What follows belongs to an exercise in optimizing a design on an open flow for small area and a short achievable clock period; a production flow would make more cautious choices. Power is estimated from default activity; no workload was simulated.

==> flow/design.v <==
`timescale 1ns / 1ps
module lab4_2( 
              input wire      mode,
              input wire[2:0] opCode,
              input wire[3:0] value,
              input clk,
              input reset,
              output reg[9:0] result,
              output reg cacheFull,
              output reg invalidOp,
              output reg overflow);
	reg [223:0] cache;
	reg [5:0]   counter;
	reg [5:0]   PN;           
	reg [3:0]   begin_PC;
	reg [9:0]   p1;           
	reg [11:0]  B3;           
	reg [6:0]   IR;           
	reg         IR2;          
	reg         last;         
	integer i, j;
	always @(posedge clk) begin
		for (i = 0; i < 32; i = i + 1)
			if (!counter[5] && counter[4:0] == i)
				cache[i*7 +: 7] <= {opCode, value};
	end
	wire [9:0] p0 = result;
	wire [2:0] op = IR[6:4];
	wire [3:0] v  = IR[3:0];
	wire is1 = op[0] & ~op[2];
	wire is2 = IR2;
	wire ar  = ~op[2];
	wire [4:0] s1, s2, s3;
	genvar k;
	generate
		for (k = 0; k < 5; k = k + 1) begin : dig
			wire a1 = p0[2*k+1], a0 = p0[2*k];
			if (k == 0) begin : d0
				assign s1[k] = (is2 & ~a1 & a0) | is1;
			end else begin : dk
				assign s1[k] = is2 & ~a1 & a0;
			end
			assign s2[k] = is2 & a1 & ~a0;
			assign s3[k] = is2 & a1 & a0;
		end
	endgenerate
	wire [10:0] B2 = {p1, 1'b0};
	wire [9:0] r0 = ({10{s1[0]}} & p1)      | ({10{s2[0]}} & B2[9:0]) | ({10{s3[0]}} & B3[9:0]);
	wire [7:0] r1 = ({8{s1[1]}}  & p1[7:0]) | ({8{s2[1]}}  & B2[7:0]) | ({8{s3[1]}}  & B3[7:0]);
	wire [5:0] r2 = ({6{s1[2]}}  & p1[5:0]) | ({6{s2[2]}}  & B2[5:0]) | ({6{s3[2]}}  & B3[5:0]);
	wire [3:0] r3 = ({4{s1[3]}}  & p1[3:0]) | ({4{s2[3]}}  & B2[3:0]) | ({4{s3[3]}}  & B3[3:0]);
	wire [1:0] r4 = ({2{s1[4]}}  & p1[1:0]) | ({2{s2[4]}}  & B2[1:0]) | ({2{s3[4]}}  & B3[1:0]);
	wire [9:0] q  = p0 & {10{~op[1]}};
	wire t0;
	wire t1;
	wire t2;
	wire t3;
	wire t4;
	wire t5;
	wire t6;
	wire t7;
	wire t8;
	wire t9;
	wire t10;
	wire t11;
	wire t12;
	wire t13;
	wire t14;
	wire t15;
	wire t16;
	wire t17;
	wire t18;
	wire t19;
	wire t20;
	wire t21;
	wire t22;
	wire t23;
	wire t24;
	wire t25;
	wire t26;
	wire t27;
	wire t28;
	wire t29;
	wire t30;
	wire t31;
	wire t32;
	wire t33;
	wire t34;
	wire t35;
	wire t36;
	wire t37;
	wire t38;
	wire t39;
	wire t40;
	wire t41;
	wire t42;
	wire t43;
	wire t44;
	wire t45;
	wire t46;
	wire t47;
	assign t0 = q[6] ^ r0[6];
	assign t1 = q[6] & r0[6];
	assign t2 = q[7] ^ r0[7] ^ r1[5];
	assign t3 = (q[7] & r0[7]) | (q[7] & r1[5]) | (r0[7] & r1[5]);
	assign t4 = q[8] ^ r0[8] ^ r1[6];
	assign t5 = (q[8] & r0[8]) | (q[8] & r1[6]) | (r0[8] & r1[6]);
	assign t6 = r2[4] ^ r3[2];
	assign t7 = r2[4] & r3[2];
	assign t8 = q[9] ^ r0[9] ^ r1[7];
	assign t9 = (q[9] & r0[9]) | (q[9] & r1[7]) | (r0[9] & r1[7]);
	assign t10 = r2[5] ^ r3[3] ^ r4[1];
	assign t11 = (r2[5] & r3[3]) | (r2[5] & r4[1]) | (r3[3] & r4[1]);
	assign t12 = v[2] ^ q[2];
	assign t13 = v[2] & q[2];
	assign t14 = v[3] ^ q[3] ^ r0[3];
	assign t15 = (v[3] & q[3]) | (v[3] & r0[3]) | (q[3] & r0[3]);
	assign t16 = q[4] ^ r0[4] ^ r1[2];
	assign t17 = (q[4] & r0[4]) | (q[4] & r1[2]) | (r0[4] & r1[2]);
	assign t18 = q[5] ^ r0[5] ^ r1[3];
	assign t19 = (q[5] & r0[5]) | (q[5] & r1[3]) | (r0[5] & r1[3]);
	assign t20 = r1[4] ^ r2[2] ^ r3[0];
	assign t21 = (r1[4] & r2[2]) | (r1[4] & r3[0]) | (r2[2] & r3[0]);
	assign t22 = r2[3] ^ r3[1] ^ t2;
	assign t23 = (r2[3] & r3[1]) | (r2[3] & t2) | (r3[1] & t2);
	assign t24 = r4[0] ^ t4 ^ t6;
	assign t25 = (r4[0] & t4) | (r4[0] & t6) | (t4 & t6);
	assign t26 = t8 ^ t10 ^ t5;
	assign t27 = (t8 & t10) | (t8 & t5) | (t10 & t5);
	assign t28 = v[0] ^ q[0];
	assign t29 = v[0] & q[0];
	assign t30 = v[1] ^ q[1] ^ r0[1];
	assign t31 = (v[1] & q[1]) | (v[1] & r0[1]) | (q[1] & r0[1]);
	assign t32 = r0[2] ^ r1[0] ^ t12;
	assign t33 = (r0[2] & r1[0]) | (r0[2] & t12) | (r1[0] & t12);
	assign t34 = r1[1] ^ t14 ^ t13;
	assign t35 = (r1[1] & t14) | (r1[1] & t13) | (t14 & t13);
	assign t36 = r2[0] ^ t16 ^ t15;
	assign t37 = (r2[0] & t16) | (r2[0] & t15) | (t16 & t15);
	assign t38 = r2[1] ^ t18 ^ t17;
	assign t39 = (r2[1] & t18) | (r2[1] & t17) | (t18 & t17);
	assign t40 = t0 ^ t20 ^ t19;
	assign t41 = (t0 & t20) | (t0 & t19) | (t20 & t19);
	assign t42 = t1 ^ t22 ^ t21;
	assign t43 = (t1 & t22) | (t1 & t21) | (t22 & t21);
	assign t44 = t3 ^ t24 ^ t23;
	assign t45 = (t3 & t24) | (t3 & t23) | (t24 & t23);
	assign t46 = t7 ^ t26 ^ t25;
	assign t47 = (t7 & t26) | (t7 & t25) | (t26 & t25);
	wire [9:0]  ra = {t46, t44, t42, t40, t38, t36, t34, t32, t30, r0[0]};
	wire [9:0]  rb = {t45, t43, t41, t39, t37, t35, t33, t31, t29, t28};
	wire [10:0] S  = ra + rb;
	wire big = (s1[1] & (|p1[9:8])) | (s2[1] & (|p1[9:7])) | (s3[1] & (|B3[11:8])) |
	           (s1[2] & (|p1[9:6])) | (s2[2] & (|p1[9:5])) | (s3[2] & (|B3[11:6])) |
	           (s1[3] & (|p1[9:4])) | (s2[3] & (|p1[9:3])) | (s3[3] & (|B3[11:4])) |
	           (s1[4] & (|p1[9:2])) | (s2[4] & (|p1[9:1])) | (s3[4] & (|B3[11:2])) |
	           (s2[0] & p1[9]) | (s3[0] & (|B3[11:10]));
	wire ovf_ar = S[10] | t9 | t11 | t27 | t47 | big;
	reg [3:0] pop;
	always @* begin
		pop = 0;
		for (j = 0; j < 10; j = j + 1) pop = pop + p0[j];
	end
	wire [9:0] rev = {p0[0], p0[1], p0[2], p0[3], p0[4], p0[5], p0[6], p0[7], p0[8], p0[9]};
	reg [9:0] n;
	reg       ovf;
	always @* begin
		if (ar) begin
			n = S[9:0]; ovf = ovf_ar;
		end else begin
			ovf = 1'b0;
			case (op[1:0])
				2'd0:    n = {6'd0, pop};
				2'd1:    n = rev;
				default: n = p0;
			endcase
		end
	end
	wire       is6    = op[2] & op[1];
	wire [3:0] nbegin = is6 ? v : begin_PC;
	wire [4:0] npc    = last ? {1'b0, nbegin} : PN[4:0];
	wire [5:0] npn    = npc + 1'b1;
	wire       nvalid = ~last | ({2'b0, nbegin} < counter);
	wire [6:0] nent   = cache[npc*7 +: 7];
	wire [5:0] cnt1   = counter + 1'b1;
	always @(posedge clk or posedge reset) begin
		if (reset) begin
			result    <= 0;
			cacheFull <= 0;
			invalidOp <= 0;
			overflow  <= 0;
			counter   <= 0;
			PN        <= 6'd1;
			begin_PC  <= 0;
			p1        <= 0;
			B3        <= 0;
			IR        <= 0;
			IR2       <= 1'b0;
			last      <= 1'b1;
		end else if (mode) begin
			result   <= n;
			overflow <= ovf;
			p1       <= p0;
			B3       <= {2'b0, p0} + {1'b0, p0, 1'b0};
			begin_PC <= nbegin;
			PN       <= npn;
			IR       <= nvalid ? nent : 7'd0;
			IR2      <= nvalid & ~nent[6] & nent[5];
			last     <= npn >= counter;
		end else begin
			if (!counter[5] && PN == cnt1) begin
				IR  <= (opCode[1:0] == 2'b11) ? 7'd0 : {opCode, value};
				IR2 <= opCode == 3'd2;
			end
			if (opCode[1:0] == 2'b11) begin
				invalidOp <= 1'b1;
			end else begin
				invalidOp <= 1'b0;
				if (counter[5]) cacheFull <= 1'b1;
				else begin
					counter <= cnt1;
					last    <= PN > counter;
				end
			end
		end
	end
endmodule
export LEC_CHECK = 0
export CAP_MARGIN = 20
export CORE_MARGIN = 2
export CORE_UTILIZATION = 40
export CTS_CLUSTER_DIAMETER = 100
export CTS_CLUSTER_SIZE = 24
export SLEW_MARGIN = 20
create_clock -name core_clock -period 12.5 [get_ports {clk}]
standard.sh (not shown) runs the stock make flow with config.mk's settings and CLKGATE_MAP_FILE= SYNTH_SCRIPT=/design/flow/synth_recipe.tcl, a recipe that flattens the netlist after the stock synthesis.
==> flow/flow/run.sh <==
#!/bin/bash
# Standard layout with two changes to how it is made:
#  - timing repair is asked for more setup margin than the clock period
#    needs, so it keeps shortening the worst paths;
#  - the port buffers are buf_4 cells (every port still gets its buffer).
set -euo pipefail
bash standard.sh SETUP_SLACK_MARGIN=9 \
  "BUFFER_PORTS_ARGS=-buffer_cell sky130_fd_sc_hd__buf_4" finish > standard.log 2>&1
The starting point went through all stages and came out clean.
Change:
--- a/flow/design.v
+++ b/flow/design.v
@@ -12,13 +12,12 @@
 	reg [223:0] cache;
 	reg [5:0]   counter;
 	reg [5:0]   PN;           
 	reg [3:0]   begin_PC;
 	reg [9:0]   p1;           
-	reg [11:0]  B3;           
+	reg [9:0]   B3;           
 	reg [6:0]   IR;           
-	reg         IR2;          
 	reg         last;         
 	integer i, j;
 	always @(posedge clk) begin
 		for (i = 0; i < 32; i = i + 1)
 			if (!counter[5] && counter[4:0] == i)
@@ -26,11 +25,11 @@
 	end
 	wire [9:0] p0 = result;
 	wire [2:0] op = IR[6:4];
 	wire [3:0] v  = IR[3:0];
 	wire is1 = op[0] & ~op[2];
-	wire is2 = IR2;
+	wire is2 = op[1] & ~op[2];
 	wire ar  = ~op[2];
 	wire [4:0] s1, s2, s3;
 	genvar k;
 	generate
 		for (k = 0; k < 5; k = k + 1) begin : dig
@@ -148,15 +147,15 @@
 	assign t46 = t7 ^ t26 ^ t25;
 	assign t47 = (t7 & t26) | (t7 & t25) | (t26 & t25);
 	wire [9:0]  ra = {t46, t44, t42, t40, t38, t36, t34, t32, t30, r0[0]};
 	wire [9:0]  rb = {t45, t43, t41, t39, t37, t35, t33, t31, t29, t28};
 	wire [10:0] S  = ra + rb;
-	wire big = (s1[1] & (|p1[9:8])) | (s2[1] & (|p1[9:7])) | (s3[1] & (|B3[11:8])) |
-	           (s1[2] & (|p1[9:6])) | (s2[2] & (|p1[9:5])) | (s3[2] & (|B3[11:6])) |
-	           (s1[3] & (|p1[9:4])) | (s2[3] & (|p1[9:3])) | (s3[3] & (|B3[11:4])) |
-	           (s1[4] & (|p1[9:2])) | (s2[4] & (|p1[9:1])) | (s3[4] & (|B3[11:2])) |
-	           (s2[0] & p1[9]) | (s3[0] & (|B3[11:10]));
+	wire big = (s1[1] & (|p1[9:8])) | (s2[1] & (|p1[9:7])) | (s3[1] & (p1 >= 10'd86)) |
+	           (s1[2] & (|p1[9:6])) | (s2[2] & (|p1[9:5])) | (s3[2] & (p1 >= 10'd22)) |
+	           (s1[3] & (|p1[9:4])) | (s2[3] & (|p1[9:3])) | (s3[3] & (p1 >= 10'd6)) |
+	           (s1[4] & (|p1[9:2])) | (s2[4] & (|p1[9:1])) | (s3[4] & (p1 >= 10'd2)) |
+	           (s2[0] & p1[9]) | (s3[0] & (p1 >= 10'd342));
 	wire ovf_ar = S[10] | t9 | t11 | t27 | t47 | big;
 	reg [3:0] pop;
 	always @* begin
 		pop = 0;
 		for (j = 0; j < 10; j = j + 1) pop = pop + p0[j];
@@ -193,27 +192,23 @@
 			PN        <= 6'd1;
 			begin_PC  <= 0;
 			p1        <= 0;
 			B3        <= 0;
 			IR        <= 0;
-			IR2       <= 1'b0;
 			last      <= 1'b1;
 		end else if (mode) begin
 			result   <= n;
 			overflow <= ovf;
 			p1       <= p0;
-			B3       <= {2'b0, p0} + {1'b0, p0, 1'b0};
+			B3       <= p0 + {p0[8:0], 1'b0};
 			begin_PC <= nbegin;
 			PN       <= npn;
 			IR       <= nvalid ? nent : 7'd0;
-			IR2      <= nvalid & ~nent[6] & nent[5];
 			last     <= npn >= counter;
 		end else begin
-			if (!counter[5] && PN == cnt1) begin
-				IR  <= (opCode[1:0] == 2'b11) ? 7'd0 : {opCode, value};
-				IR2 <= opCode == 3'd2;
-			end
+			if (!counter[5] && PN == cnt1)
+				IR <= (opCode[1:0] == 2'b11) ? 7'd0 : {opCode, value};
 			if (opCode[1:0] == 2'b11) begin
 				invalidOp <= 1'b1;
 			end else begin
 				invalidOp <= 1'b0;
 				if (counter[5]) cacheFull <= 1'b1;
Effect:
- The changed run completed with no timing, DRC or antenna violations
- routed wire length is lower by a few percent
- fmax falls by a few percent
- worst setup slack is worse by 0.17 ns
- final area fell by a few percent
- core utilization grows by 0.12 points
- clock-buffer cell count fell by 3
- synthesized cell count fell by a little under a tenth
- non-clock buffer count drops by 7
- via count came out lower by a few percent
- sequential power barely changes
- combinational power fell by a few percent
No functional check of the RTL was part of any run of this note.

port drivers added, routing unchanged:
The results above use ideal ports. As a check the final layouts listed here were re-extracted and re-timed, cells and wires unchanged. Step 1 assumes that a clkbuf_16 drives the clock port and a buf_2 every other input. Step 2 adds t to the input delays and takes it off the output delays; t is the mean of the earliest and latest rising clock arrival at the registers after step 1. Input paths then give back, and output paths get back, about the clock's delay inside the block. Three values: ideal ports, drivers, drivers and shift; two values: the first two.
run | t, ns | setup slack, ns | worst slew at a driven data input, ns
the first run | 0.546 | 8.684 / 8.636 / 8.516 | 0.14
the second run | 0.565 | 8.512 / 8.460 / 8.509 | 0.06
After both steps setup and hold are still met in every run listed. The setup slack of the first run, which loses most, moves by -0.048 ns with the drivers and by -0.168 ns with both steps.
